Source: an optimization exercise on an open RTL-to-GDS flow (aim: small area, a short achievable clock period and few clock cycles per item). Production flows keep margins and buffers that such runs may drop.
The RTL was checked by simulation tests, not by an equivalence proof against the original design.
Power is estimated from default activity; no workload was simulated.

## flow/design.v (module list and top-level ports; edited modules follow where they fit)
// module mac_tree: 7223 lines
// module fin_mul: 1028 lines
// module net_proc: 517 lines
module net_proc (
    input logic clk,
    input logic start,
    output logic done,
    output logic [3:0] max_idx_10,
    input logic ext_mem_rst,
    input logic ext_mem_we,
    input logic [7:0] ext_mem_wdata,
    output logic [12:0] inst_addr,
    input logic [237:0] inst_data,
    output logic res_valid,
    output logic [7:0] res_data
);
  // ...
==> flow/flow/run.sh <==
#!/bin/bash
set -euo pipefail
MARGIN=${MARGIN:-6.3}
CTS="-sink_clustering_enable -repair_clock_nets -sink_clustering_size 20 -sink_clustering_max_diameter 60 -sink_clustering_buffer sky130_fd_sc_hd__clkbuf_8 -dont_use_dummy_load"
DONT=$(awk '/^export DONT_USE_CELLS \+=/ {on=1; sub(/^export DONT_USE_CELLS \+=/, "")}
           on {c = ($0 ~ /\\$/); sub(/\\$/, ""); printf "%s ", $0; if (!c) on=0}' \
       "$FLOW_HOME/platforms/$FLOW_PLATFORM/config.mk" | tr -s ' ')
DONT="$DONT sky130_fd_sc_hd__clkinvlp_2 sky130_fd_sc_hd__clkinvlp_4"
W=$(pwd)
R=$W/orfs/results/$FLOW_PLATFORM/net_proc/base
bash standard.sh "$R/1_2_yosys.v" > "$W/synth.log" 2>&1
cp "$R/1_2_yosys.v" "$W/1_2_yosys.std.v"
python3 flow/fapol.py "$W/1_2_yosys.std.v" "$W/1_2_yosys.pol.v" > "$W/fapol.log" 2>&1
cp "$W/1_2_yosys.pol.v" "$R/1_2_yosys.v"
echo "DONT_USE_CELLS=$DONT" > "$W/dont_use.log"
bash standard.sh "SETUP_SLACK_MARGIN=$MARGIN" "CTS_ARGS=$CTS" "DONT_USE_CELLS=$DONT" finish > "$W/finish.log" 2>&1
==> flow/flow/fapol.py <==
#!/usr/bin/env python3
"""Re-choose the polarity of full-adder cells in a flat sky130 netlist to remove
inverters.  A full adder is self-dual: FA(~a,~b,~c) = (~sum, ~cout).  Inverters
next to full adders (the ones Yosys' extract_fa leaves) are removed, every full
adder is given a polarity (flipped or not) chosen greedily to need as few
inverters as possible, and the inverters that are still needed are re-inserted,
one per driver net and polarity.

usage: fapol.py IN.v OUT.v
"""
import re
import sys
from collections import defaultdict

src = open(sys.argv[1]).read()

# ---- parse the (single) module
m = re.search(r'^module\s+(\S+)\s*\((.*?)\);', src, re.S | re.M)
body_start = m.end()
body_end = src.rindex('endmodule')
head = src[:body_start]
body = src[body_start:body_end]
tail = src[body_end:]

cell_re = re.compile(r'^\s*(sky130_fd_sc_hd__\w+)\s+(\S+)\s*\((.*?)\);\s*$', re.S | re.M)
pin_re = re.compile(r'\.(\w+)\(\s*(.*?)\s*\)(?=\s*,|\s*$)', re.S)

OUTPINS = {'X', 'Y', 'Q', 'Q_N', 'SUM', 'COUT', 'HI', 'LO'}

cells = []      # dict(type, name, pins{pin: net}, span)
for cm in cell_re.finditer(body):
    typ, name, pinstr = cm.group(1), cm.group(2), cm.group(3)
    pins = {}
    for pm in pin_re.finditer(pinstr):
        pins[pm.group(1)] = pm.group(2).strip()
    cells.append({'type': typ, 'name': name, 'pins': pins, 'span': cm.span()})

# nets used outside cell instances (assign statements, ports): keep their polarity
rest = body
for c in reversed(cells):
    a, b = c['span']
    rest = rest[:a] + rest[b:]
frozen_text = "\n".join(l for l in rest.split("\n") if l.strip().startswith("assign")) + head
for l in rest.split("\n"):
    mm = re.match(r'\s*(input|output|inout)\b(.*);', l)
    if mm:
        frozen_text += "\n" + mm.group(2)


def is_fa(c):
    return re.match(r'sky130_fd_sc_hd__fa_\d', c['type']) is not None


def is_inv(c):
    return re.match(r'sky130_fd_sc_hd__inv_\d', c['type']) is not None


driver = {}
loads = defaultdict(list)   # net -> [(cell index, pin)]
for i, c in enumerate(cells):
    for p, n in c['pins'].items():
        if p in OUTPINS:
            driver[n] = (i, p)
        else:
            loads[n].append((i, p))


def net_in_text(n, text):
    return re.search(r'(?<![\w\\$.])' + re.escape(n) + r'(?![\w\[])', text) is not None


fa_ids = [i for i, c in enumerate(cells) if is_fa(c)]
fa_set = set(fa_ids)
# removable inverters: input driven by a full adder, or output feeding a full adder
rem_inv = set()
for i, c in enumerate(cells):
    if not is_inv(c):
        continue
    a, y = c['pins']['A'], c['pins']['Y']
    d = driver.get(a)
    if (d and d[0] in fa_set) or any(l[0] in fa_set for l in loads[y]):
        rem_inv.add(i)
# inverters whose output is used outside cells (ports, assigns) stay
for i in list(rem_inv):
    if net_in_text(cells[i]['pins']['Y'], frozen_text):
        rem_inv.discard(i)


def resolve(net):
    """Logical source of a net: (root net, inverted) through removable inverters."""
    inv = 0
    seen = 0
    while True:
        d = driver.get(net)
        if d and d[0] in rem_inv:
            net = cells[d[0]]['pins']['A']
            inv ^= 1
            seen += 1
            if seen > 20:
                raise SystemExit("inverter loop")
        else:
            return net, inv


# full adders whose outputs are used outside cells cannot flip
fixed = set()
for i in fa_ids:
    for p in ('SUM', 'COUT'):
        if net_in_text(cells[i]['pins'][p], frozen_text):
            fixed.add(i)

# consumers: every input pin of every non-removable cell
cons = []   # (cell, pin, root, inv)
for i, c in enumerate(cells):
    if i in rem_inv:
        continue
    for p, n in c['pins'].items():
        if p in OUTPINS:
            continue
        root, inv = resolve(n)
        cons.append((i, p, root, inv))

# per root net, who consumes it and how
by_root = defaultdict(list)
for k, (i, p, root, inv) in enumerate(cons):
    by_root[root].append(k)

phi = defaultdict(int)


def root_pol(root):
    d = driver.get(root)
    if d and d[0] in fa_set:
        return phi[d[0]]
    return 0


def need(k):
    """Physical polarity this consumer needs relative to the physical root net (1 = inverted)."""
    i, p, root, inv = cons[k]
    want = inv ^ (phi[i] if i in fa_set else 0)
    return want ^ root_pol(root)


def root_cost(root):
    ks = by_root[root]
    return 1 if any(need(k) for k in ks) else 0


# roots touched by flipping a given FA: its output roots and the roots of its inputs
fa_roots = {}
for i in fa_ids:
    rs = set()
    for p in ('SUM', 'COUT'):
        rs.add(cells[i]['pins'][p])
    for p in ('A', 'B', 'CIN'):
        rs.add(resolve(cells[i]['pins'][p])[0])
    fa_roots[i] = rs

before = sum(root_cost(r) for r in by_root)
improved = True
it = 0
while improved and it < 50:
    improved = False
    it += 1
    for i in fa_ids:
        if i in fixed:
            continue
        rs = fa_roots[i]
        c0 = sum(root_cost(r) for r in rs)
        phi[i] ^= 1
        c1 = sum(root_cost(r) for r in rs)
        if c1 < c0:
            improved = True
        else:
            phi[i] ^= 1
after = sum(root_cost(r) for r in by_root)
sys.stderr.write(f"fapol: {len(fa_ids)} full adders, {len(rem_inv)} removable inverters, "
                 f"inverted roots {before} -> {after}, flipped {sum(phi[i] for i in fa_ids)}\n")

# ---- rewrite
newpins = {i: dict(cells[i]['pins']) for i in range(len(cells))}
inv_of = {}
new_cells = []
cnt = [0]


def esc(n):
    return n + " " if n.startswith("\\") else n


def inverted(root):
    if root not in inv_of:
        cnt[0] += 1
        n = f"fapol_n{cnt[0]}"
        inv_of[root] = n
        new_cells.append(f"  sky130_fd_sc_hd__inv_1 fapol_i{cnt[0]} (\n    .A({esc(root)}),\n    .Y({n})\n  );\n")
    return inv_of[root]


for k, (i, p, root, inv) in enumerate(cons):
    newpins[i][p] = inverted(root) if need(k) else root

decls = "".join(f"  wire {n};\n" for n in sorted(inv_of.values(), key=lambda s: int(s[7:])))

out = []
pos = 0
for i, c in enumerate(cells):
    a, b = c['span']
    out.append(body[pos:a])
    pos = b
    if i in rem_inv:
        continue
    pins = newpins[i]
    ptxt = ",\n".join(f"    .{p}({esc(n)})" for p, n in pins.items())
    out.append(f"  {c['type']} {c['name']} (\n{ptxt}\n  );")
out.append(body[pos:])
newbody = decls + "".join(out) + "".join(new_cells)
open(sys.argv[2], "w").write(head + newbody + tail)
==> flow/standard.sh <==
#!/bin/bash
# synth_recipe.tcl (not shown) runs the flow's synth.tcl, then flattens the netlist and writes it again
# the make line also repeats each setting of config.mk as NAME=value (left out here)
make -C /OpenROAD-flow-scripts/flow DESIGN_CONFIG=/design/flow/config.mk WORK_HOME=/design/flow/orfs CLKGATE_MAP_FILE= SYNTH_SCRIPT=/design/flow/synth_recipe.tcl "${@:-finish}"
==> flow/config.mk <==
export PLATFORM = sky130hd
export DESIGN_NAME = net_proc
export DESIGN_NICKNAME = net_proc
export VERILOG_FILES = /design/flow/design.v
export SDC_FILE = /design/flow/constraint.sdc
export NUM_CORES = 8
export LEC_CHECK = 0
export CAP_MARGIN = 20
export CORE_MARGIN = 2
export CORE_UTILIZATION = 40
export SLEW_MARGIN = 20
export SYNTH_MEMORY_MAX_BITS = 16384
==> flow/constraint.sdc <==
create_clock -name core_clock -period 10.0 [get_ports {clk}]
set_input_delay 2.0000 -clock core_clock [delete_from_list [all_inputs] [get_ports {clk}]]
set_output_delay 2.0000 -clock core_clock [all_outputs]
set_load 0.01 [all_outputs]
==> run summary, run 1 <==
Biggest register -> ring
Status -> no timing/DRC/antenna violations
# hold bufs at CTS -> 0
Largest net degree at the start of global routing -> 129
Post-CTS Setup Repair Bufs -> 73
Crit end category -> flop
Iteration count of the initial detailed-routing pass -> 8
Initial antenna violation count -> 192
Final Worst Setup Slack -> 6.198 ns
Fmax -> 263.0 MHz
Data buffer area share -> 2.314%
DR vias/cell -> 5.165
CTS clk-pin slew, worst paths -> 0.10 ns
Die ar. -> 778100 µm²
Min-delay worst type -> flop to flop
Mean Syn Cell Area -> 12.98 µm²
Die Ht -> 882.1 µm
Commonest non-fill, non-tap cell in the layout -> dfxtp_1
PostCTS Resize Cnt -> 1488
Comb pwr share -> 31.4%
FP Rows -> 322
R2R setup slack -> 6.20 ns
Setup TNS -> 0 ns
GRT met2 Usage -> 31.01%
Crit path cell chain -> buf_8 -> buf_12 -> xor2_2 -> and2_4 -> a22oi_2 -> o21ai_2 -> fa_2 -> inv_2 -> fa_2 -> fa_2
Critical Path Start Type -> input port
Met3 usage -> 3.749%
Unrepaired setup endpoints after global routing -> true
# fillers -> 68950
VDD IR max -> 0.5800 mV
CTS Buffer Depth -> 4
Most frequent cells in the layout -> dfxtp_1, nand2_1, edfxtp_1
Multi-input logic portion of the cell area -> 30.19%
Final setup fails -> 0
Seq. pwr -> 44.0 mW
M1 wire length -> 346400 µm
Largest register FFs -> 6264
Placed insts -> 32870
Vias in the first global route -> 165000
Testbench counts, summed over its fixed seeds: cycles 47,580, inferences 12.
==> inputs of run 2 (changes only) <==
--- a/flow/design.v
+++ b/flow/design.v
@@ -2830,105 +2830,64 @@
     logic s3819, c3820;
     logic s3821, c3822;
     logic s3823, c3824;
     logic s3825, c3826;
     logic s3827, c3828;
     logic s3829, c3830;
     logic s3831, c3832;
     logic s3833, c3834;
-    logic r3835;
-    logic r3836;
-    logic r3837;
-    logic r3838;
-    logic r3839;
-    logic r3840;
-    logic r3841;
-    logic r3842;
-    logic r3843;
-    logic r3844;
-    logic r3845;
-    logic r3846;
-    logic r3847;
-    logic r3848;
-    logic r3849;
-    logic r3850;
-    logic r3851;
-    logic r3852;
-    logic r3853;
-    logic r3854;
-    logic r3855;
-    logic r3856;
-    logic r3857;
-    logic r3858;
-    logic r3859;
-    logic r3860;
-    logic r3861;
-    logic r3862;
-    logic r3863;
-    logic r3864;
-    logic r3865;
-    logic r3866;
-    logic r3867;
-    logic r3868;
-    logic r3869;
-    logic r3870;
-    logic r3871;
-    logic r3872;
-    logic r3873;
-    logic r3874;
-    logic r3875;
-    logic s3876, c3877;
-    logic s3878, c3879;
-    logic s3880, c3881;
-    logic s3882, c3883;
-    logic s3884, c3885;
-    logic s3886, c3887;
-    logic s3888, c3889;
-    logic s3890, c3891;
-    logic s3892, c3893;
-    logic s3894, c3895;
-    logic s3896, c3897;
-    logic s3898, c3899;
-    logic s3900, c3901;
-    logic s3902, c3903;
-    logic s3904, c3905;
-    logic s3906, c3907;
-    logic s3908, c3909;
-    logic s3910, c3911;
-    logic s3912, c3913;
-    logic s3914, c3915;
-    logic s3916, c3917;
-    logic s3918, c3919;
-    logic s3920, c3921;
-    logic s3922, c3923;
-    logic s3924, c3925;
-    logic s3926, c3927;
-    logic s3928, c3929;
-    logic s3930, c3931;
-    logic s3932, c3933;
-    logic s3934, c3935;
-    logic s3936, c3937;
-    logic s3938, c3939;
-    logic s3940, c3941;
-    logic s3942, c3943;
-    logic s3944, c3945;
-    logic s3946, c3947;
-    logic s3948, c3949;
-    logic s3950, c3951;
-    logic s3952, c3953;
-    logic s3954, c3955;
-    logic s3956, c3957;
-    logic s3958, c3959;
-    logic s3960, c3961;
-    logic s3962, c3963;
-    logic s3964, c3965;
-    logic s3966, c3967;
-    logic s3968, c3969;
-    logic s3970, c3971;
+    logic s3835, c3836;
+    logic s3837, c3838;
+    logic s3839, c3840;
+    logic s3841, c3842;
+    logic s3843, c3844;
+    logic s3845, c3846;
+    logic s3847, c3848;
+    logic s3849, c3850;
+    logic s3851, c3852;
+    logic s3853, c3854;
+    logic s3855, c3856;
+    logic s3857, c3858;
+    logic s3859, c3860;
+    logic s3861, c3862;
+    logic s3863, c3864;
+    logic s3865, c3866;
+    logic s3867, c3868;
+    logic s3869, c3870;
+    logic s3871, c3872;
+    logic s3873, c3874;
+    logic s3875, c3876;
+    logic s3877, c3878;
+    logic s3879, c3880;
+    logic s3881, c3882;
+    logic s3883, c3884;
+    logic s3885, c3886;
+    logic s3887, c3888;
+    logic s3889, c3890;
+    logic s3891, c3892;
+    logic s3893, c3894;
+    logic s3895, c3896;
+    logic s3897, c3898;
+    logic s3899, c3900;
+    logic s3901, c3902;
+    logic s3903, c3904;
+    logic s3905, c3906;
+    logic s3907, c3908;
+    logic s3909, c3910;
+    logic s3911, c3912;
+    logic s3913, c3914;
+    logic s3915, c3916;
+    logic s3917, c3918;
+    logic s3919, c3920;
+    logic s3921, c3922;
+    logic s3923, c3924;
+    logic s3925, c3926;
+    logic s3927, c3928;
+    logic s3929, c3930;
     assign bo0_0 = w[0][0] ^ 1'b0;
     assign bt0_0 = ~bo0_0 & (w[0][1] ^ w[0][0]);
     assign bn0_0 = w[0][1];
     assign p1 = ((bo0_0 & x[0][0])) ^ bn0_0;
     assign p2 = ((bo0_0 & x[0][1]) | (bt0_0 & x[0][0])) ^ bn0_0;
     assign p3 = ((bo0_0 & x[0][2]) | (bt0_0 & x[0][1])) ^ bn0_0;
     assign p4 = ((bo0_0 & x[0][3]) | (bt0_0 & x[0][2])) ^ bn0_0;
     assign p5 = ((bo0_0 & x[0][4]) | (bt0_0 & x[0][3])) ^ bn0_0;
@@ -6593,168 +6552,168 @@
     assign s3771 = ~(~r3728 ^ r3729 ^ r3730);
     assign c3772 = ~((~r3728 & ~r3729) | (~r3728 & ~r3730) | (~r3729 & ~r3730));
     assign s3773 = r3733 ^ r3734;
     assign c3774 = r3733 & r3734;
     assign s3775 = ~(~r3737 ^ r3738 ^ r3739);
     assign c3776 = ~((~r3737 & ~r3738) | (~r3737 & ~r3739) | (~r3738 & ~r3739));
     assign s3777 = ~(~r3742 ^ r3743 ^ r3744);
     assign c3778 = ~((~r3742 & ~r3743) | (~r3742 & ~r3744) | (~r3743 & ~r3744));
-    assign s3779 = r3706 ^ r3707;
-    assign c3780 = r3706 & r3707;
-    assign s3781 = r3710 ^ r3711;
-    assign c3782 = r3710 & r3711;
-    assign s3783 = ~(~r3715 ^ r3716 ^ r3717);
-    assign c3784 = ~((~r3715 & ~r3716) | (~r3715 & ~r3717) | (~r3716 & ~r3717));
-    assign s3785 = ~(~r3721 ^ r3722 ^ c3766);
-    assign c3786 = ~((~r3721 & ~r3722) | (~r3721 & ~c3766) | (~r3722 & ~c3766));
-    assign s3787 = ~(~r3726 ^ r3727 ^ c3768);
-    assign c3788 = ~((~r3726 & ~r3727) | (~r3726 & ~c3768) | (~r3727 & ~c3768));
-    assign s3789 = ~(~r3731 ^ r3732 ^ c3770);
-    assign c3790 = ~((~r3731 & ~r3732) | (~r3731 & ~c3770) | (~r3732 & ~c3770));
-    assign s3791 = ~(~r3735 ^ r3736 ^ c3772);
-    assign c3792 = ~((~r3735 & ~r3736) | (~r3735 & ~c3772) | (~r3736 & ~c3772));
-    assign s3793 = ~(~r3740 ^ r3741 ^ c3774);
-    assign c3794 = ~((~r3740 & ~r3741) | (~r3740 & ~c3774) | (~r3741 & ~c3774));
-    assign s3795 = ~(~r3745 ^ r3746 ^ c3776);
-    assign c3796 = ~((~r3745 & ~r3746) | (~r3745 & ~c3776) | (~r3746 & ~c3776));
-    assign s3797 = ~(~r3747 ^ r3748 ^ r3749);
-    assign c3798 = ~((~r3747 & ~r3748) | (~r3747 & ~r3749) | (~r3748 & ~r3749));
-    assign s3799 = ~(~r3750 ^ r3751 ^ r3752);
-    assign c3800 = ~((~r3750 & ~r3751) | (~r3750 & ~r3752) | (~r3751 & ~r3752));
-    assign s3801 = r3754 ^ r3755;
-    assign c3802 = r3754 & r3755;
-    assign s3803 = r3757 ^ r3758;
-    assign c3804 = r3757 & r3758;
-    assign s3805 = r3703 ^ r3704;
-    assign c3806 = r3703 & r3704;
-    assign s3807 = ~(~r3708 ^ r3709 ^ s3779);
-    assign c3808 = ~((~r3708 & ~r3709) | (~r3708 & ~s3779) | (~r3709 & ~s3779));
-    assign s3809 = ~(~r3712 ^ c3780 ^ s3781);
-    assign c3810 = ~((~r3712 & ~c3780) | (~r3712 & ~s3781) | (~c3780 & ~s3781));
-    assign s3811 = ~(~s3765 ^ c3782 ^ s3783);
-    assign c3812 = ~((~s3765 & ~c3782) | (~s3765 & ~s3783) | (~c3782 & ~s3783));
-    assign s3813 = ~(~s3767 ^ c3784 ^ s3785);
-    assign c3814 = ~((~s3767 & ~c3784) | (~s3767 & ~s3785) | (~c3784 & ~s3785));
-    assign s3815 = ~(~s3769 ^ c3786 ^ s3787);
-    assign c3816 = ~((~s3769 & ~c3786) | (~s3769 & ~s3787) | (~c3786 & ~s3787));
-    assign s3817 = ~(~s3771 ^ c3788 ^ s3789);
-    assign c3818 = ~((~s3771 & ~c3788) | (~s3771 & ~s3789) | (~c3788 & ~s3789));
-    assign s3819 = ~(~s3773 ^ c3790 ^ s3791);
-    assign c3820 = ~((~s3773 & ~c3790) | (~s3773 & ~s3791) | (~c3790 & ~s3791));
-    assign s3821 = ~(~s3775 ^ c3792 ^ s3793);
-    assign c3822 = ~((~s3775 & ~c3792) | (~s3775 & ~s3793) | (~c3792 & ~s3793));
-    assign s3823 = ~(~s3777 ^ c3794 ^ s3795);
-    assign c3824 = ~((~s3777 & ~c3794) | (~s3777 & ~s3795) | (~c3794 & ~s3795));
-    assign s3825 = ~(~c3778 ^ c3796 ^ s3797);
-    assign c3826 = ~((~c3778 & ~c3796) | (~c3778 & ~s3797) | (~c3796 & ~s3797));
-    assign s3827 = ~(~r3753 ^ c3798 ^ s3799);
-    assign c3828 = ~((~r3753 & ~c3798) | (~r3753 & ~s3799) | (~c3798 & ~s3799));
-    assign s3829 = ~(~r3756 ^ c3800 ^ s3801);
-    assign c3830 = ~((~r3756 & ~c3800) | (~r3756 & ~s3801) | (~c3800 & ~s3801));
-    assign s3831 = ~(~r3759 ^ c3802 ^ s3803);
-    assign c3832 = ~((~r3759 & ~c3802) | (~r3759 & ~s3803) | (~c3802 & ~s3803));
-    assign s3833 = r3760 ^ c3804;
-    assign c3834 = r3760 & c3804;
-    assign s3876 = r3835 ^ r3836;
-    assign c3877 = r3835 & r3836;
-    assign s3878 = r3837 ^ acc_s[1];
-    assign c3879 = r3837 & acc_s[1];
-    assign s3880 = r3838 ^ acc_s[2];
-    assign c3881 = r3838 & acc_s[2];
-    assign s3882 = r3839 ^ acc_s[3];
-    assign c3883 = r3839 & acc_s[3];
-    assign s3884 = r3840 ^ acc_s[4];
-    assign c3885 = r3840 & acc_s[4];
-    assign s3886 = ~(~r3841 ^ r3842 ^ acc_s[5]);
-    assign c3887 = ~((~r3841 & ~r3842) | (~r3841 & ~acc_s[5]) | (~r3842 & ~acc_s[5]));
-    assign s3888 = ~(~r3843 ^ r3844 ^ acc_s[6]);
-    assign c3889 = ~((~r3843 & ~r3844) | (~r3843 & ~acc_s[6]) | (~r3844 & ~acc_s[6]));
-    assign s3890 = ~(~r3845 ^ r3846 ^ acc_s[7]);
-    assign c3891 = ~((~r3845 & ~r3846) | (~r3845 & ~acc_s[7]) | (~r3846 & ~acc_s[7]));
-    assign s3892 = ~(~r3847 ^ r3848 ^ acc_s[8]);
-    assign c3893 = ~((~r3847 & ~r3848) | (~r3847 & ~acc_s[8]) | (~r3848 & ~acc_s[8]));
-    assign s3894 = ~(~r3849 ^ r3850 ^ acc_s[9]);
-    assign c3895 = ~((~r3849 & ~r3850) | (~r3849 & ~acc_s[9]) | (~r3850 & ~acc_s[9]));
-    assign s3896 = ~(~r3851 ^ r3852 ^ acc_s[10]);
-    assign c3897 = ~((~r3851 & ~r3852) | (~r3851 & ~acc_s[10]) | (~r3852 & ~acc_s[10]));
-    assign s3898 = ~(~r3853 ^ r3854 ^ acc_s[11]);
-    assign c3899 = ~((~r3853 & ~r3854) | (~r3853 & ~acc_s[11]) | (~r3854 & ~acc_s[11]));
-    assign s3900 = ~(~r3855 ^ r3856 ^ acc_s[12]);
-    assign c3901 = ~((~r3855 & ~r3856) | (~r3855 & ~acc_s[12]) | (~r3856 & ~acc_s[12]));
-    assign s3902 = ~(~r3857 ^ r3858 ^ acc_s[13]);
-    assign c3903 = ~((~r3857 & ~r3858) | (~r3857 & ~acc_s[13]) | (~r3858 & ~acc_s[13]));
-    assign s3904 = ~(~r3859 ^ r3860 ^ acc_s[14]);
-    assign c3905 = ~((~r3859 & ~r3860) | (~r3859 & ~acc_s[14]) | (~r3860 & ~acc_s[14]));
-    assign s3906 = ~(~r3861 ^ r3862 ^ acc_s[15]);
-    assign c3907 = ~((~r3861 & ~r3862) | (~r3861 & ~acc_s[15]) | (~r3862 & ~acc_s[15]));
-    assign s3908 = ~(~r3863 ^ r3864 ^ acc_s[16]);
-    assign c3909 = ~((~r3863 & ~r3864) | (~r3863 & ~acc_s[16]) | (~r3864 & ~acc_s[16]));
-    assign s3910 = ~(~r3865 ^ r3866 ^ acc_s[17]);
-    assign c3911 = ~((~r3865 & ~r3866) | (~r3865 & ~acc_s[17]) | (~r3866 & ~acc_s[17]));
-    assign s3912 = ~(~r3867 ^ r3868 ^ acc_s[18]);
-    assign c3913 = ~((~r3867 & ~r3868) | (~r3867 & ~acc_s[18]) | (~r3868 & ~acc_s[18]));
-    assign s3914 = ~(~r3869 ^ r3870 ^ acc_s[19]);
-    assign c3915 = ~((~r3869 & ~r3870) | (~r3869 & ~acc_s[19]) | (~r3870 & ~acc_s[19]));
-    assign s3916 = ~(~r3871 ^ r3872 ^ acc_s[20]);
-    assign c3917 = ~((~r3871 & ~r3872) | (~r3871 & ~acc_s[20]) | (~r3872 & ~acc_s[20]));
-    assign s3918 = r3873 ^ acc_s[21];
-    assign c3919 = r3873 & acc_s[21];
-    assign s3920 = r3874 ^ acc_s[22];
-    assign c3921 = r3874 & acc_s[22];
-    assign s3922 = r3875 ^ acc_s[23];
-    assign c3923 = r3875 & acc_s[23];
-    assign s3924 = acc_s[0] ^ acc_c[0];
-    assign c3925 = acc_s[0] & acc_c[0];
-    assign s3926 = ~(~acc_c[1] ^ c3877 ^ s3878);
-    assign c3927 = ~((~acc_c[1] & ~c3877) | (~acc_c[1] & ~s3878) | (~c3877 & ~s3878));
-    assign s3928 = ~(~acc_c[2] ^ c3879 ^ s3880);
-    assign c3929 = ~((~acc_c[2] & ~c3879) | (~acc_c[2] & ~s3880) | (~c3879 & ~s3880));
-    assign s3930 = ~(~acc_c[3] ^ c3881 ^ s3882);
-    assign c3931 = ~((~acc_c[3] & ~c3881) | (~acc_c[3] & ~s3882) | (~c3881 & ~s3882));
-    assign s3932 = ~(~acc_c[4] ^ c3883 ^ s3884);
-    assign c3933 = ~((~acc_c[4] & ~c3883) | (~acc_c[4] & ~s3884) | (~c3883 & ~s3884));
-    assign s3934 = ~(~acc_c[5] ^ c3885 ^ s3886);
-    assign c3935 = ~((~acc_c[5] & ~c3885) | (~acc_c[5] & ~s3886) | (~c3885 & ~s3886));
-    assign s3936 = ~(~acc_c[6] ^ c3887 ^ s3888);
-    assign c3937 = ~((~acc_c[6] & ~c3887) | (~acc_c[6] & ~s3888) | (~c3887 & ~s3888));
-    assign s3938 = ~(~acc_c[7] ^ c3889 ^ s3890);
-    assign c3939 = ~((~acc_c[7] & ~c3889) | (~acc_c[7] & ~s3890) | (~c3889 & ~s3890));
-    assign s3940 = ~(~acc_c[8] ^ c3891 ^ s3892);
-    assign c3941 = ~((~acc_c[8] & ~c3891) | (~acc_c[8] & ~s3892) | (~c3891 & ~s3892));
-    assign s3942 = ~(~acc_c[9] ^ c3893 ^ s3894);
-    assign c3943 = ~((~acc_c[9] & ~c3893) | (~acc_c[9] & ~s3894) | (~c3893 & ~s3894));
-    assign s3944 = ~(~acc_c[10] ^ c3895 ^ s3896);
-    assign c3945 = ~((~acc_c[10] & ~c3895) | (~acc_c[10] & ~s3896) | (~c3895 & ~s3896));
-    assign s3946 = ~(~acc_c[11] ^ c3897 ^ s3898);
-    assign c3947 = ~((~acc_c[11] & ~c3897) | (~acc_c[11] & ~s3898) | (~c3897 & ~s3898));
-    assign s3948 = ~(~acc_c[12] ^ c3899 ^ s3900);
-    assign c3949 = ~((~acc_c[12] & ~c3899) | (~acc_c[12] & ~s3900) | (~c3899 & ~s3900));
-    assign s3950 = ~(~acc_c[13] ^ c3901 ^ s3902);
-    assign c3951 = ~((~acc_c[13] & ~c3901) | (~acc_c[13] & ~s3902) | (~c3901 & ~s3902));
-    assign s3952 = ~(~acc_c[14] ^ c3903 ^ s3904);
-    assign c3953 = ~((~acc_c[14] & ~c3903) | (~acc_c[14] & ~s3904) | (~c3903 & ~s3904));
-    assign s3954 = ~(~acc_c[15] ^ c3905 ^ s3906);
-    assign c3955 = ~((~acc_c[15] & ~c3905) | (~acc_c[15] & ~s3906) | (~c3905 & ~s3906));
-    assign s3956 = ~(~acc_c[16] ^ c3907 ^ s3908);
-    assign c3957 = ~((~acc_c[16] & ~c3907) | (~acc_c[16] & ~s3908) | (~c3907 & ~s3908));
-    assign s3958 = ~(~acc_c[17] ^ c3909 ^ s3910);
-    assign c3959 = ~((~acc_c[17] & ~c3909) | (~acc_c[17] & ~s3910) | (~c3909 & ~s3910));
-    assign s3960 = ~(~acc_c[18] ^ c3911 ^ s3912);
-    assign c3961 = ~((~acc_c[18] & ~c3911) | (~acc_c[18] & ~s3912) | (~c3911 & ~s3912));
-    assign s3962 = ~(~acc_c[19] ^ c3913 ^ s3914);
-    assign c3963 = ~((~acc_c[19] & ~c3913) | (~acc_c[19] & ~s3914) | (~c3913 & ~s3914));
-    assign s3964 = ~(~acc_c[20] ^ c3915 ^ s3916);
-    assign c3965 = ~((~acc_c[20] & ~c3915) | (~acc_c[20] & ~s3916) | (~c3915 & ~s3916));
-    assign s3966 = ~(~acc_c[21] ^ c3917 ^ s3918);
-    assign c3967 = ~((~acc_c[21] & ~c3917) | (~acc_c[21] & ~s3918) | (~c3917 & ~s3918));
-    assign s3968 = ~(~acc_c[22] ^ c3919 ^ s3920);
-    assign c3969 = ~((~acc_c[22] & ~c3919) | (~acc_c[22] & ~s3920) | (~c3919 & ~s3920));
-    assign s3970 = ~(~acc_c[23] ^ c3921 ^ s3922);
-    assign c3971 = ~((~acc_c[23] & ~c3921) | (~acc_c[23] & ~s3922) | (~c3921 & ~s3922));
+    assign s3779 = r3703 ^ r3704;
+    assign c3780 = r3703 & r3704;
+    assign s3781 = ~(~r3706 ^ r3707 ^ r3708);
+    assign c3782 = ~((~r3706 & ~r3707) | (~r3706 & ~r3708) | (~r3707 & ~r3708));
+    assign s3783 = r3709 ^ acc_s[6];
+    assign c3784 = r3709 & acc_s[6];
+    assign s3785 = ~(~r3710 ^ r3711 ^ r3712);
+    assign c3786 = ~((~r3710 & ~r3711) | (~r3710 & ~r3712) | (~r3711 & ~r3712));
+    assign s3787 = acc_s[7] ^ acc_c[7];
+    assign c3788 = acc_s[7] & acc_c[7];
+    assign s3789 = ~(~r3715 ^ r3716 ^ r3717);
+    assign c3790 = ~((~r3715 & ~r3716) | (~r3715 & ~r3717) | (~r3716 & ~r3717));
+    assign s3791 = ~(~acc_s[8] ^ acc_c[8] ^ s3765);
+    assign c3792 = ~((~acc_s[8] & ~acc_c[8]) | (~acc_s[8] & ~s3765) | (~acc_c[8] & ~s3765));
+    assign s3793 = ~(~r3721 ^ r3722 ^ acc_s[9]);
+    assign c3794 = ~((~r3721 & ~r3722) | (~r3721 & ~acc_s[9]) | (~r3722 & ~acc_s[9]));
+    assign s3795 = ~(~acc_c[9] ^ c3766 ^ s3767);
+    assign c3796 = ~((~acc_c[9] & ~c3766) | (~acc_c[9] & ~s3767) | (~c3766 & ~s3767));
+    assign s3797 = ~(~r3726 ^ r3727 ^ acc_s[10]);
+    assign c3798 = ~((~r3726 & ~r3727) | (~r3726 & ~acc_s[10]) | (~r3727 & ~acc_s[10]));
+    assign s3799 = ~(~acc_c[10] ^ c3768 ^ s3769);
+    assign c3800 = ~((~acc_c[10] & ~c3768) | (~acc_c[10] & ~s3769) | (~c3768 & ~s3769));
+    assign s3801 = ~(~r3731 ^ r3732 ^ acc_s[11]);
+    assign c3802 = ~((~r3731 & ~r3732) | (~r3731 & ~acc_s[11]) | (~r3732 & ~acc_s[11]));
+    assign s3803 = ~(~acc_c[11] ^ c3770 ^ s3771);
+    assign c3804 = ~((~acc_c[11] & ~c3770) | (~acc_c[11] & ~s3771) | (~c3770 & ~s3771));
+    assign s3805 = ~(~r3735 ^ r3736 ^ acc_s[12]);
+    assign c3806 = ~((~r3735 & ~r3736) | (~r3735 & ~acc_s[12]) | (~r3736 & ~acc_s[12]));
+    assign s3807 = ~(~acc_c[12] ^ c3772 ^ s3773);
+    assign c3808 = ~((~acc_c[12] & ~c3772) | (~acc_c[12] & ~s3773) | (~c3772 & ~s3773));
+    assign s3809 = ~(~r3740 ^ r3741 ^ acc_s[13]);
+    assign c3810 = ~((~r3740 & ~r3741) | (~r3740 & ~acc_s[13]) | (~r3741 & ~acc_s[13]));
+    assign s3811 = ~(~acc_c[13] ^ c3774 ^ s3775);
+    assign c3812 = ~((~acc_c[13] & ~c3774) | (~acc_c[13] & ~s3775) | (~c3774 & ~s3775));
+    assign s3813 = ~(~r3745 ^ r3746 ^ acc_s[14]);
+    assign c3814 = ~((~r3745 & ~r3746) | (~r3745 & ~acc_s[14]) | (~r3746 & ~acc_s[14]));
+    assign s3815 = ~(~acc_c[14] ^ c3776 ^ s3777);
+    assign c3816 = ~((~acc_c[14] & ~c3776) | (~acc_c[14] & ~s3777) | (~c3776 & ~s3777));
+    assign s3817 = ~(~r3747 ^ r3748 ^ r3749);
+    assign c3818 = ~((~r3747 & ~r3748) | (~r3747 & ~r3749) | (~r3748 & ~r3749));
+    assign s3819 = ~(~acc_s[15] ^ acc_c[15] ^ c3778);
+    assign c3820 = ~((~acc_s[15] & ~acc_c[15]) | (~acc_s[15] & ~c3778) | (~acc_c[15] & ~c3778));
+    assign s3821 = ~(~r3750 ^ r3751 ^ r3752);
+    assign c3822 = ~((~r3750 & ~r3751) | (~r3750 & ~r3752) | (~r3751 & ~r3752));
+    assign s3823 = ~(~r3753 ^ acc_s[16] ^ acc_c[16]);
+    assign c3824 = ~((~r3753 & ~acc_s[16]) | (~r3753 & ~acc_c[16]) | (~acc_s[16] & ~acc_c[16]));
+    assign s3825 = ~(~r3754 ^ r3755 ^ r3756);
+    assign c3826 = ~((~r3754 & ~r3755) | (~r3754 & ~r3756) | (~r3755 & ~r3756));
+    assign s3827 = acc_s[17] ^ acc_c[17];
+    assign c3828 = acc_s[17] & acc_c[17];
+    assign s3829 = ~(~r3757 ^ r3758 ^ r3759);
+    assign c3830 = ~((~r3757 & ~r3758) | (~r3757 & ~r3759) | (~r3758 & ~r3759));
+    assign s3831 = acc_s[18] ^ acc_c[18];
+    assign c3832 = acc_s[18] & acc_c[18];
+    assign s3833 = r3760 ^ acc_s[19];
+    assign c3834 = r3760 & acc_s[19];
+    assign s3835 = r3697 ^ r3698;
+    assign c3836 = r3697 & r3698;
+    assign s3837 = r3699 ^ acc_s[1];
+    assign c3838 = r3699 & acc_s[1];
+    assign s3839 = r3700 ^ acc_s[2];
+    assign c3840 = r3700 & acc_s[2];
+    assign s3841 = r3701 ^ acc_s[3];
+    assign c3842 = r3701 & acc_s[3];
+    assign s3843 = r3702 ^ acc_s[4];
+    assign c3844 = r3702 & acc_s[4];
+    assign s3845 = ~(~r3705 ^ acc_s[5] ^ acc_c[5]);
+    assign c3846 = ~((~r3705 & ~acc_s[5]) | (~r3705 & ~acc_c[5]) | (~acc_s[5] & ~acc_c[5]));
+    assign s3847 = ~(~acc_c[6] ^ c3780 ^ s3781);
+    assign c3848 = ~((~acc_c[6] & ~c3780) | (~acc_c[6] & ~s3781) | (~c3780 & ~s3781));
+    assign s3849 = ~(~c3782 ^ c3784 ^ s3785);
+    assign c3850 = ~((~c3782 & ~c3784) | (~c3782 & ~s3785) | (~c3784 & ~s3785));
+    assign s3851 = ~(~c3786 ^ c3788 ^ s3789);
+    assign c3852 = ~((~c3786 & ~c3788) | (~c3786 & ~s3789) | (~c3788 & ~s3789));
+    assign s3853 = ~(~c3790 ^ c3792 ^ s3793);
+    assign c3854 = ~((~c3790 & ~c3792) | (~c3790 & ~s3793) | (~c3792 & ~s3793));
+    assign s3855 = ~(~c3794 ^ c3796 ^ s3797);
+    assign c3856 = ~((~c3794 & ~c3796) | (~c3794 & ~s3797) | (~c3796 & ~s3797));
+    assign s3857 = ~(~c3798 ^ c3800 ^ s3801);
+    assign c3858 = ~((~c3798 & ~c3800) | (~c3798 & ~s3801) | (~c3800 & ~s3801));
+    assign s3859 = ~(~c3802 ^ c3804 ^ s3805);
+    assign c3860 = ~((~c3802 & ~c3804) | (~c3802 & ~s3805) | (~c3804 & ~s3805));
+    assign s3861 = ~(~c3806 ^ c3808 ^ s3809);
+    assign c3862 = ~((~c3806 & ~c3808) | (~c3806 & ~s3809) | (~c3808 & ~s3809));
+    assign s3863 = ~(~c3810 ^ c3812 ^ s3813);
+    assign c3864 = ~((~c3810 & ~c3812) | (~c3810 & ~s3813) | (~c3812 & ~s3813));
+    assign s3865 = ~(~c3814 ^ c3816 ^ s3817);
+    assign c3866 = ~((~c3814 & ~c3816) | (~c3814 & ~s3817) | (~c3816 & ~s3817));
+    assign s3867 = ~(~c3818 ^ c3820 ^ s3821);
+    assign c3868 = ~((~c3818 & ~c3820) | (~c3818 & ~s3821) | (~c3820 & ~s3821));
+    assign s3869 = ~(~c3822 ^ c3824 ^ s3825);
+    assign c3870 = ~((~c3822 & ~c3824) | (~c3822 & ~s3825) | (~c3824 & ~s3825));
+    assign s3871 = ~(~c3826 ^ c3828 ^ s3829);
+    assign c3872 = ~((~c3826 & ~c3828) | (~c3826 & ~s3829) | (~c3828 & ~s3829));
+    assign s3873 = ~(~acc_c[19] ^ c3830 ^ c3832);
+    assign c3874 = ~((~acc_c[19] & ~c3830) | (~acc_c[19] & ~c3832) | (~c3830 & ~c3832));
+    assign s3875 = ~(~r3761 ^ acc_s[20] ^ acc_c[20]);
+    assign c3876 = ~((~r3761 & ~acc_s[20]) | (~r3761 & ~acc_c[20]) | (~acc_s[20] & ~acc_c[20]));
+    assign s3877 = r3762 ^ acc_s[21];
+    assign c3878 = r3762 & acc_s[21];
+    assign s3879 = r3763 ^ acc_s[22];
+    assign c3880 = r3763 & acc_s[22];
+    assign s3881 = r3764 ^ acc_s[23];
+    assign c3882 = r3764 & acc_s[23];
+    assign s3883 = acc_s[0] ^ acc_c[0];
+    assign c3884 = acc_s[0] & acc_c[0];
+    assign s3885 = ~(~acc_c[1] ^ c3836 ^ s3837);
+    assign c3886 = ~((~acc_c[1] & ~c3836) | (~acc_c[1] & ~s3837) | (~c3836 & ~s3837));
+    assign s3887 = ~(~acc_c[2] ^ c3838 ^ s3839);
+    assign c3888 = ~((~acc_c[2] & ~c3838) | (~acc_c[2] & ~s3839) | (~c3838 & ~s3839));
+    assign s3889 = ~(~acc_c[3] ^ c3840 ^ s3841);
+    assign c3890 = ~((~acc_c[3] & ~c3840) | (~acc_c[3] & ~s3841) | (~c3840 & ~s3841));
+    assign s3891 = ~(~acc_c[4] ^ c3842 ^ s3843);
+    assign c3892 = ~((~acc_c[4] & ~c3842) | (~acc_c[4] & ~s3843) | (~c3842 & ~s3843));
+    assign s3893 = ~(~s3779 ^ c3844 ^ s3845);
+    assign c3894 = ~((~s3779 & ~c3844) | (~s3779 & ~s3845) | (~c3844 & ~s3845));
+    assign s3895 = ~(~s3783 ^ c3846 ^ s3847);
+    assign c3896 = ~((~s3783 & ~c3846) | (~s3783 & ~s3847) | (~c3846 & ~s3847));
+    assign s3897 = ~(~s3787 ^ c3848 ^ s3849);
+    assign c3898 = ~((~s3787 & ~c3848) | (~s3787 & ~s3849) | (~c3848 & ~s3849));
+    assign s3899 = ~(~s3791 ^ c3850 ^ s3851);
+    assign c3900 = ~((~s3791 & ~c3850) | (~s3791 & ~s3851) | (~c3850 & ~s3851));
+    assign s3901 = ~(~s3795 ^ c3852 ^ s3853);
+    assign c3902 = ~((~s3795 & ~c3852) | (~s3795 & ~s3853) | (~c3852 & ~s3853));
+    assign s3903 = ~(~s3799 ^ c3854 ^ s3855);
+    assign c3904 = ~((~s3799 & ~c3854) | (~s3799 & ~s3855) | (~c3854 & ~s3855));
+    assign s3905 = ~(~s3803 ^ c3856 ^ s3857);
+    assign c3906 = ~((~s3803 & ~c3856) | (~s3803 & ~s3857) | (~c3856 & ~s3857));
+    assign s3907 = ~(~s3807 ^ c3858 ^ s3859);
+    assign c3908 = ~((~s3807 & ~c3858) | (~s3807 & ~s3859) | (~c3858 & ~s3859));
+    assign s3909 = ~(~s3811 ^ c3860 ^ s3861);
+    assign c3910 = ~((~s3811 & ~c3860) | (~s3811 & ~s3861) | (~c3860 & ~s3861));
+    assign s3911 = ~(~s3815 ^ c3862 ^ s3863);
+    assign c3912 = ~((~s3815 & ~c3862) | (~s3815 & ~s3863) | (~c3862 & ~s3863));
+    assign s3913 = ~(~s3819 ^ c3864 ^ s3865);
+    assign c3914 = ~((~s3819 & ~c3864) | (~s3819 & ~s3865) | (~c3864 & ~s3865));
+    assign s3915 = ~(~s3823 ^ c3866 ^ s3867);
+    assign c3916 = ~((~s3823 & ~c3866) | (~s3823 & ~s3867) | (~c3866 & ~s3867));
+    assign s3917 = ~(~s3827 ^ c3868 ^ s3869);
+    assign c3918 = ~((~s3827 & ~c3868) | (~s3827 & ~s3869) | (~c3868 & ~s3869));
+    assign s3919 = ~(~s3831 ^ c3870 ^ s3871);
+    assign c3920 = ~((~s3831 & ~c3870) | (~s3831 & ~s3871) | (~c3870 & ~s3871));
+    assign s3921 = ~(~s3833 ^ c3872 ^ s3873);
+    assign c3922 = ~((~s3833 & ~c3872) | (~s3833 & ~s3873) | (~c3872 & ~s3873));
+    assign s3923 = ~(~c3834 ^ c3874 ^ s3875);
+    assign c3924 = ~((~c3834 & ~c3874) | (~c3834 & ~s3875) | (~c3874 & ~s3875));
+    assign s3925 = ~(~acc_c[21] ^ c3876 ^ s3877);
+    assign c3926 = ~((~acc_c[21] & ~c3876) | (~acc_c[21] & ~s3877) | (~c3876 & ~s3877));
+    assign s3927 = ~(~acc_c[22] ^ c3878 ^ s3879);
+    assign c3928 = ~((~acc_c[22] & ~c3878) | (~acc_c[22] & ~s3879) | (~c3878 & ~s3879));
+    assign s3929 = ~(~acc_c[23] ^ c3880 ^ s3881);
+    assign c3930 = ~((~acc_c[23] & ~c3880) | (~acc_c[23] & ~s3881) | (~c3880 & ~s3881));
     always_ff @(posedge clk) begin
         r2753 <= s2401;
         r2754 <= s2403;
         r2755 <= c2402;
         r2756 <= c2404;
         r2757 <= s2405;
         r2758 <= s2407;
         r2759 <= s2409;
@@ -7174,106 +7133,65 @@
         r3757 <= c3652;
         r3758 <= s3653;
         r3759 <= c3694;
         r3760 <= s3695;
         r3761 <= c3696;
         r3762 <= r3110;
         r3763 <= r3111;
         r3764 <= r3112;
-        r3835 <= r3697;
-        r3836 <= r3698;
-        r3837 <= r3699;
-        r3838 <= r3700;
-        r3839 <= r3701;
-        r3840 <= r3702;
-        r3841 <= r3705;
-        r3842 <= s3805;
-        r3843 <= c3806;
-        r3844 <= s3807;
-        r3845 <= c3808;
-        r3846 <= s3809;
-        r3847 <= c3810;
-        r3848 <= s3811;
-        r3849 <= c3812;
-        r3850 <= s3813;
-        r3851 <= c3814;
-        r3852 <= s3815;
-        r3853 <= c3816;
-        r3854 <= s3817;
-        r3855 <= c3818;
-        r3856 <= s3819;
-        r3857 <= c3820;
-        r3858 <= s3821;
-        r3859 <= c3822;
-        r3860 <= s3823;
-        r3861 <= c3824;
-        r3862 <= s3825;
-        r3863 <= c3826;
-        r3864 <= s3827;
-        r3865 <= c3828;
-        r3866 <= s3829;
-        r3867 <= c3830;
-        r3868 <= s3831;
-        r3869 <= c3832;
-        r3870 <= s3833;
-        r3871 <= r3761;
-        r3872 <= c3834;
-        r3873 <= r3762;
-        r3874 <= r3763;
-        r3875 <= r3764;
     end
-    assign sum_s[0] = s3876;
-    assign sum_c[0] = s3924;
-    assign sum_s[1] = c3925;
-    assign sum_c[1] = s3926;
-    assign sum_s[2] = c3927;
-    assign sum_c[2] = s3928;
-    assign sum_s[3] = c3929;
-    assign sum_c[3] = s3930;
-    assign sum_s[4] = c3931;
-    assign sum_c[4] = s3932;
-    assign sum_s[5] = c3933;
-    assign sum_c[5] = s3934;
-    assign sum_s[6] = c3935;
-    assign sum_c[6] = s3936;
-    assign sum_s[7] = c3937;
-    assign sum_c[7] = s3938;
-    assign sum_s[8] = c3939;
-    assign sum_c[8] = s3940;
-    assign sum_s[9] = c3941;
-    assign sum_c[9] = s3942;
-    assign sum_s[10] = c3943;
-    assign sum_c[10] = s3944;
-    assign sum_s[11] = c3945;
-    assign sum_c[11] = s3946;
-    assign sum_s[12] = c3947;
-    assign sum_c[12] = s3948;
-    assign sum_s[13] = c3949;
-    assign sum_c[13] = s3950;
-    assign sum_s[14] = c3951;
-    assign sum_c[14] = s3952;
-    assign sum_s[15] = c3953;
-    assign sum_c[15] = s3954;
-    assign sum_s[16] = c3955;
-    assign sum_c[16] = s3956;
-    assign sum_s[17] = c3957;
-    assign sum_c[17] = s3958;
-    assign sum_s[18] = c3959;
-    assign sum_c[18] = s3960;
-    assign sum_s[19] = c3961;
-    assign sum_c[19] = s3962;
-    assign sum_s[20] = c3963;
-    assign sum_c[20] = s3964;
-    assign sum_s[21] = c3965;
-    assign sum_c[21] = s3966;
-    assign sum_s[22] = c3967;
-    assign sum_c[22] = s3968;
-    assign sum_s[23] = c3969;
-    assign sum_c[23] = s3970;
+    assign sum_s[0] = s3835;
+    assign sum_c[0] = s3883;
+    assign sum_s[1] = c3884;
+    assign sum_c[1] = s3885;
+    assign sum_s[2] = c3886;
+    assign sum_c[2] = s3887;
+    assign sum_s[3] = c3888;
+    assign sum_c[3] = s3889;
+    assign sum_s[4] = c3890;
+    assign sum_c[4] = s3891;
+    assign sum_s[5] = c3892;
+    assign sum_c[5] = s3893;
+    assign sum_s[6] = c3894;
+    assign sum_c[6] = s3895;
+    assign sum_s[7] = c3896;
+    assign sum_c[7] = s3897;
+    assign sum_s[8] = c3898;
+    assign sum_c[8] = s3899;
+    assign sum_s[9] = c3900;
+    assign sum_c[9] = s3901;
+    assign sum_s[10] = c3902;
+    assign sum_c[10] = s3903;
+    assign sum_s[11] = c3904;
+    assign sum_c[11] = s3905;
+    assign sum_s[12] = c3906;
+    assign sum_c[12] = s3907;
+    assign sum_s[13] = c3908;
+    assign sum_c[13] = s3909;
+    assign sum_s[14] = c3910;
+    assign sum_c[14] = s3911;
+    assign sum_s[15] = c3912;
+    assign sum_c[15] = s3913;
+    assign sum_s[16] = c3914;
+    assign sum_c[16] = s3915;
+    assign sum_s[17] = c3916;
+    assign sum_c[17] = s3917;
+    assign sum_s[18] = c3918;
+    assign sum_c[18] = s3919;
+    assign sum_s[19] = c3920;
+    assign sum_c[19] = s3921;
+    assign sum_s[20] = c3922;
+    assign sum_c[20] = s3923;
+    assign sum_s[21] = c3924;
+    assign sum_c[21] = s3925;
+    assign sum_s[22] = c3926;
+    assign sum_c[22] = s3927;
+    assign sum_s[23] = c3928;
+    assign sum_c[23] = s3929;
 endmodule
 module fin_mul (
     input logic [24:0] a,
     input logic [7:0] bo, bt, bn,
     output logic [39:0] sum_s,
     output logic [39:0] sum_c
 );
     logic p1;
@@ -8606,80 +8524,79 @@
             bias_l1last <= m_l1b;
             bias_l2 <= m_l2 || m_l2b;
         end else if (fin_norm) bias_v <= 1'b0;
     end
     logic [23:0] accin_s, accin_c, t_s, t_c;
     mac_tree i_tree (
         .clk(clk), .x(lx), .w(w_in), .acc_s(accin_s), .acc_c(accin_c), .sum_s(t_s), .sum_c(t_c)
     );
-    logic [4:2] p_v, p_restart, p_last, p_grp, p_l2, p_gbias;    
+    logic [3:2] p_v, p_restart, p_last, p_grp, p_l2, p_gbias;    
     logic s1q_v, s1q_restart, s1q_last, s1q_grp, s1q_l2, s1q_gbias;
-    logic [7:0] gb1, gb2, gb3;
+    logic [7:0] gb1, gb2;
     always_ff @(posedge clk) begin
         s1q_v <= s1_v && !ext_mem_rst;
         s1q_restart <= s1_restart;
         s1q_last <= s1_last;
         s1q_grp <= s1_grp;
         s1q_l2 <= s1_l2;
         s1q_gbias <= s1_gbias && !ext_mem_rst;
         gb1 <= d_in[7:0];
         p_v[2] <= s1q_v && !ext_mem_rst;
         p_restart[2] <= s1q_restart;
         p_last[2] <= s1q_last;
         p_grp[2] <= s1q_grp;
         p_l2[2] <= s1q_l2;
         p_gbias[2] <= s1q_gbias && !ext_mem_rst;
         gb2 <= gb1;
-        for (int i = 3; i <= 4; i++) begin
+        for (int i = 3; i <= 3; i++) begin
             p_v[i] <= p_v[i-1] && !ext_mem_rst;
             p_restart[i] <= p_restart[i-1];
             p_last[i] <= p_last[i-1];
             p_grp[i] <= p_grp[i-1];
             p_l2[i] <= p_l2[i-1];
             p_gbias[i] <= p_gbias[i-1] && !ext_mem_rst;
         end
-        gb3 <= gb2;
     end
     logic [23:0] acc_s, acc_c;
     logic [25:0][23:0] aring;
     logic [23:0] aring_x;       
-    assign accin_s = p_restart[3] ? 24'd0 : (p_grp[3] ? aring[0] : acc_s);
-    assign accin_c = (p_restart[3] || p_grp[3]) ? 24'd0 : acc_c;
+    assign accin_s = p_restart[2] ? 24'd0 : (p_grp[2] ? aring[0] : acc_s);
+    assign accin_c = (p_restart[2] || p_grp[2]) ? 24'd0 : acc_c;
     logic [23:0] accsum;
     assign accsum = acc_s + acc_c;
     logic [23:0] sum_q;
     logic sum_l2;
     always_ff @(posedge clk) begin
-        if (p_v[3]) begin
+        if (p_v[2]) begin
             acc_s <= t_s;
             acc_c <= t_c;
         end
         for (int i = 0; i < 25; i++) aring[i] <= aring[i+1];
         aring_x <= aring[0];
-        aring[25] <= (p_v[4] && p_grp[4]) ? accsum : aring_x;
+        aring[25] <= (p_v[3] && p_grp[3]) ? accsum : aring_x;
         if (ext_mem_rst) sum_v <= 1'b0;
-        else if (p_v[4] && p_last[4]) begin
+        else if (p_v[3] && p_last[3]) begin
             sum_q <= accsum;
             sum_v <= 1'b1;
-            sum_l2 <= p_l2[4];
+            sum_l2 <= p_l2[3];
         end else if (fin_norm) sum_v <= 1'b0;
     end
     logic fin_v, fin_l2, fin_last;
     logic signed [24:0] fin_pre;
     logic [7:0] fin_bo, fin_bt, fin_bn;
     logic nx_l2;
     logic [15:0] nx_m;
-    assign nx_l2 = p_gbias[3] ? 1'b0 : sum_l2;
+    assign nx_l2 = p_gbias[2] ? 1'b0 : sum_l2;
     assign nx_m = {1'b0, nx_l2 ? mul2 : mul1};
     always_ff @(posedge clk) begin
-        fin_v <= (p_gbias[3] || fin_norm) && !ext_mem_rst;
+        fin_v <= (p_gbias[2] || fin_norm) && !ext_mem_rst;
         fin_l2 <= nx_l2;
-        fin_last <= p_gbias[3] ? 1'b0 : bias_l1last;
-        fin_pre <= p_gbias[3] ? ($signed(aring[0]) + $signed(gb3)) : ($signed(sum_q) + $signed(bias_q));
+        fin_last <= p_gbias[2] ? 1'b0 : bias_l1last;
+        fin_pre <= p_gbias[2] ? ($signed(aring[0]) + $signed(gb2)) : ($signed(sum_q) + $signed(bias_q));
         for (int g = 0; g < 8; g++) begin
             fin_bo[g] <= nx_m[2*g] ^ ((g > 0) ? nx_m[2*g-1] : 1'b0);
             fin_bt[g] <= (nx_m[2*g] == ((g > 0) ? nx_m[2*g-1] : 1'b0)) && (nx_m[2*g+1] != nx_m[2*g]);
             fin_bn[g] <= nx_m[2*g+1];
         end
     end
     logic [39:0] pm_s, pm_c;
     fin_mul i_fmul (.a(fin_pre), .bo(fin_bo), .bt(fin_bt), .bn(fin_bn), .sum_s(pm_s), .sum_c(pm_c));
--- a/flow/flow/run.sh
+++ b/flow/flow/run.sh
@@ -1,12 +1,12 @@
 #!/bin/bash
 set -euo pipefail
 MARGIN=${MARGIN:-6.3}
-CTS="-sink_clustering_enable -repair_clock_nets -sink_clustering_size 20 -sink_clustering_max_diameter 60 -sink_clustering_buffer sky130_fd_sc_hd__clkbuf_8 -dont_use_dummy_load"
+CTS="-sink_clustering_enable -repair_clock_nets -sink_clustering_size 18 -sink_clustering_max_diameter 50 -sink_clustering_buffer sky130_fd_sc_hd__clkbuf_8 -dont_use_dummy_load"
 DONT=$(awk '/^export DONT_USE_CELLS \+=/ {on=1; sub(/^export DONT_USE_CELLS \+=/, "")}
            on {c = ($0 ~ /\\$/); sub(/\\$/, ""); printf "%s ", $0; if (!c) on=0}' \
        "$FLOW_HOME/platforms/$FLOW_PLATFORM/config.mk" | tr -s ' ')
 DONT="$DONT sky130_fd_sc_hd__clkinvlp_2 sky130_fd_sc_hd__clkinvlp_4"
 W=$(pwd)
 R=$W/orfs/results/$FLOW_PLATFORM/net_proc/base
 bash standard.sh "$R/1_2_yosys.v" > "$W/synth.log" 2>&1
 cp "$R/1_2_yosys.v" "$W/1_2_yosys.std.v"
==> run 2 against run 1 <==
  * Still clean
  * Via count about the same
  * Total power decreased by 8.0%
  * First-iteration DRC count down 2.5%
  * Critical endpoint is now i_tree.r2833$_DFF_P_
==> run summary, run 2 <==
Reg2reg path depth -> 7 (was 12)
Syn nets -> 25590 (was 25570)
Final setup fails -> 0 (unchanged)
Status -> no timing/DRC/antenna violations (unchanged)
Worst r2r src -> f4_l2$_DFF_P_ (was wp_ch[0]$_SDFFE_PP0P_)
Die W -> 881.5 µm (was 882.1 µm)
Critical path's top delay family -> adder cells (unchanged)
Hold Violations, Final -> 0 (unchanged)
Share of cells above drive strength 1 -> 14.92% (was 14.82%)
Critical Path Max Stage Delay -> 0.71 ns (was 0.73 ns)
Crit path max fanout -> 7 (unchanged)
Critical Path Start Type -> input port (unchanged)
Gr usage total -> 19.99% (was 20.04%)
Port Buffers -> 269 (unchanged)
Largest regs -> ring: 6264 flops, hid: 1152 flops, aring: 624 flops (unchanged)
R2R setup slack -> 6.25 ns (was 6.20 ns)
H-tree depth -> 6 (unchanged)
Area delta synth->final -> 10.12% (was 10.07%)
Die Ht -> 881.5 µm (was 882.1 µm)
Worst reg2reg endpoint -> hid[154]$_DFFE_PP_ (was inj_q[22]$_DFF_P_)
Setup crit start -> inst_data[167] (was inst_data[183])
Largest register FFs -> 6264 (unchanged)
PD cells -> 241.1 nW/µm² (was 261.8 nW/µm²)
FP Rows -> 322 (unchanged)
Clock latency on the worst-skew pair -> 1.12 ns (was 1.11 ns)
Number of CTS-inserted buffers -> 688 (was 622)
CTS Buffer Depth -> 4 (unchanged)
DR vias/cell -> 5.165 (about the same)
DR WL met3 -> 60680 µm (was 58960 µm)
Min-delay worst type -> flop to flop (unchanged)
Wire per inst -> 23.78 µm (was 23.90 µm)
Crit path cell chain -> buf_12 -> buf_12 -> buf_4 -> and2_4 -> a221oi_2 -> o22ai_2 -> fa_1 -> fa_2 -> fa_2 -> inv_1 (was buf_8 -> buf_12 -> xor2_2 -> and2_4 -> a22oi_2 -> o21ai_2 -> fa_2 -> inv_2 -> fa_2 -> fa_2)
Crit path kind -> input port to flop (unchanged)
Crit. path cell count -> 10 (unchanged)
Final critical-path share of the clock period -> 38.02% (about the same)
VDD IR max -> 0.7169 mV (was 0.5800 mV)
Drt total wl -> 805200 µm (was 809500 µm)
Worst-margin pin slew -> 1.153 ns (was 1.130 ns)
Crit end category -> flop (unchanged)
Highest metal used -> met5 (unchanged)
WP data required -> 10.96 ns (was 10.91 ns)
Initial core utilization -> 40.11% (was 40.12%)
Layout net count -> 25300 (was 25270)
Routability congestion estimate -> 0.9713 (was 0.9382)
Slowest stage cell on the critical path -> fa_1 (was fa_2)
First-pass GRT wire length -> 1147000 µm (was 1152000 µm)
Largest net degree at the start of global routing -> 139 (was 129)
Static leakage -> 125.4 nW (was 125.5 nW)
Biggest register -> ring (unchanged)
DR WL met2 -> 356500 µm (was 361000 µm)
Clock Sinks -> 9424 (was 9476)
Final Skew -> 0.1366 ns (was 0.1289 ns)
Syn. warnings -> 9 (unchanged)
TritonCTS clock tree -> done (unchanged)
Mean Syn Cell Area -> 12.95 µm² (was 12.98 µm²)
Starting DRT DRC Count -> 16420 (was 16840)
Io pins -> 277 (unchanged)
Core Area -> 767900 µm² (was 768700 µm²)
Setup crit end -> i_tree.r2833$_DFF_P_ (was i_tree.r3045$_DFF_P_)
Vias in the first global route -> 165600 (was 165000)
Initial antenna violation count -> 207 (was 192)
Final instance area -> 339100 µm² (was 339500 µm²)
Buffers & Inverters on Critical Path -> 4 (was 3)
Remaining DRCs -> 0 (unchanged)
Pre-CTS WS -> 4.037 ns (was 4.062 ns)
Root Driver -> clkbuf_16 (unchanged)
Final Worst Setup Slack -> 6.198 ns (about the same)
Hpwl dp -> 570900 µm (was 569900 µm)
Cells after Synth -> 23790 (was 23770)
Fmax -> 263.0 MHz (about the same)
Crit path DAT -> 4.77 ns (was 4.71 ns)
Min-delay src -> aring[616]$_DFF_P_ (was ring[5664]$_DFF_P_)
Max_slew headroom -> 23.12% (was 24.59%)
M1 wire length -> 338600 µm (was 346400 µm)
Placed Area -> 323100 µm² (was 323600 µm²)
Tmin final -> 3.802 ns (about the same)
Commonest non-fill, non-tap cell in the layout -> dfxtp_1 (unchanged)
# hold bufs at CTS -> 0 (unchanged)
CTS clk-pin slew, worst paths -> 0.10 ns (about the same)
Max Slew Vio Count -> 0 (unchanged)
Iteration count of the initial detailed-routing pass -> 7 (was 8)
Setup TNS -> 0 ns (unchanged)
Most frequent cells in the layout -> dfxtp_1, nand2_1, edfxtp_1 (unchanged)
Die ar. -> 777000 µm² (was 778100 µm²)
Syn Std Cell Area -> 308000 µm² (was 308400 µm²)
Via count -> 174900 (about the same)
Post-route ant nets -> 0 (unchanged)
Grt total ovfl -> 0 (unchanged)
Unrepaired setup endpoints after global routing -> true (unchanged)
Max-Cap Viols -> 0 (unchanged)
==> run 2: final cells by class <==
cell class                 count  area (µm²)
inverter                     771        2925
tap                        10210       12770
multi-input combinational  12030      103200
clock buffer                 688       10250
fill                       69110      428800
sequential                  9424      202600
timing repair buffer         578        7053
antenna                      162       405.4
==> run 2: stage by stage <==
step                hold slack [ns]  std cells  utilization, %  total power, mW
floorplan                    0.3096      23790               -            54.55
global placement             0.3095      32870           42.08            64.35
detailed placement           0.3121      32870           42.08            64.55
CTS                          0.2456      33660           43.91            82.26
global route                 0.2439      33810           44.15            85.72
finish                       0.2538      33860           44.17            81.76
==> run 2: worst min-delay path by stage <==
stage,to,slack [ns],depth (start not counted)
final,aring[592]$_DFF_P_,0.25,0
after global placement,ring[4767]$_DFF_P_,0.31,0
after global routing,ring[5752]$_DFF_P_,0.24,0
after floorplan,aring[0]$_DFF_P_,0.31,0
after CTS,aring[592]$_DFF_P_,0.25,0
after detailed placement,ring[1043]$_DFF_P_,0.31,0
==> run 2: routing by layer <==
| metal | track usage [%] | vias to the layer above |
|---|---|---|
| met2 | 30.53 | 6304 |
| met5 | 0 | - |
| met4 | 10.96 | 60 |
| met1 | 26.88 | 86340 |
| li1 | - | 80730 |
| met3 | 3.858 | 1479 |
==> run 2: repair_timing <==
item                                    4_1_cts  5_1_grt
pin swaps                                    85      137
cloned                                       47        8
setup buffers                                54       32
endpoints found under the setup margin     1921      368
gates resized for setup                    1429      478
hold endpoints to repair                      0        0
==> run 2: report_power, final <==
part	total [mW]	switching [mW]	internal [mW]
logic	21.8	12.3	9.42
clock network	17.6	10.9	6.79
registers	42.3	1.85	40.5
total	81.8	25.0	56.7
Testbench counts of run 2, summed over its fixed seeds: cycles 47,556, inferences 12.

==> static timing again, ports no longer ideal <==
In the flow no input, the clock included, has a driving cell. The finished layouts below were timed again as built, in two steps. Step 1 sets driving cells, clkbuf_16 on the clock port and buf_2 on the other inputs (assumed; they add their load-dependent delay and slew). Step 2 moves the port delays by t, midway between the first and last clock arrival at a register: inputs arrive t later, outputs are due t later. That takes back most of the time a late clock gives input paths. a / b / c = ideal / step 1 / step 2; a / b = the first two.
run | t (ns) | setup slack, ns | worst setup path at the end | slew at the worst register clock pin (ns) | cell pins on the clock port's net
run 1 | 1.210 | 6.198 / 6.128 / 4.919 | input to register | 0.12 / 0.12 | 1
run 2 | 1.203 | 6.198 / 6.066 / 4.863 | input to register | 0.11 / 0.11 | 1
After both steps every run listed still meets setup and hold. The setup slack of run 2, which loses most, moves by -0.132 ns with the drivers and by -1.335 ns with both steps.
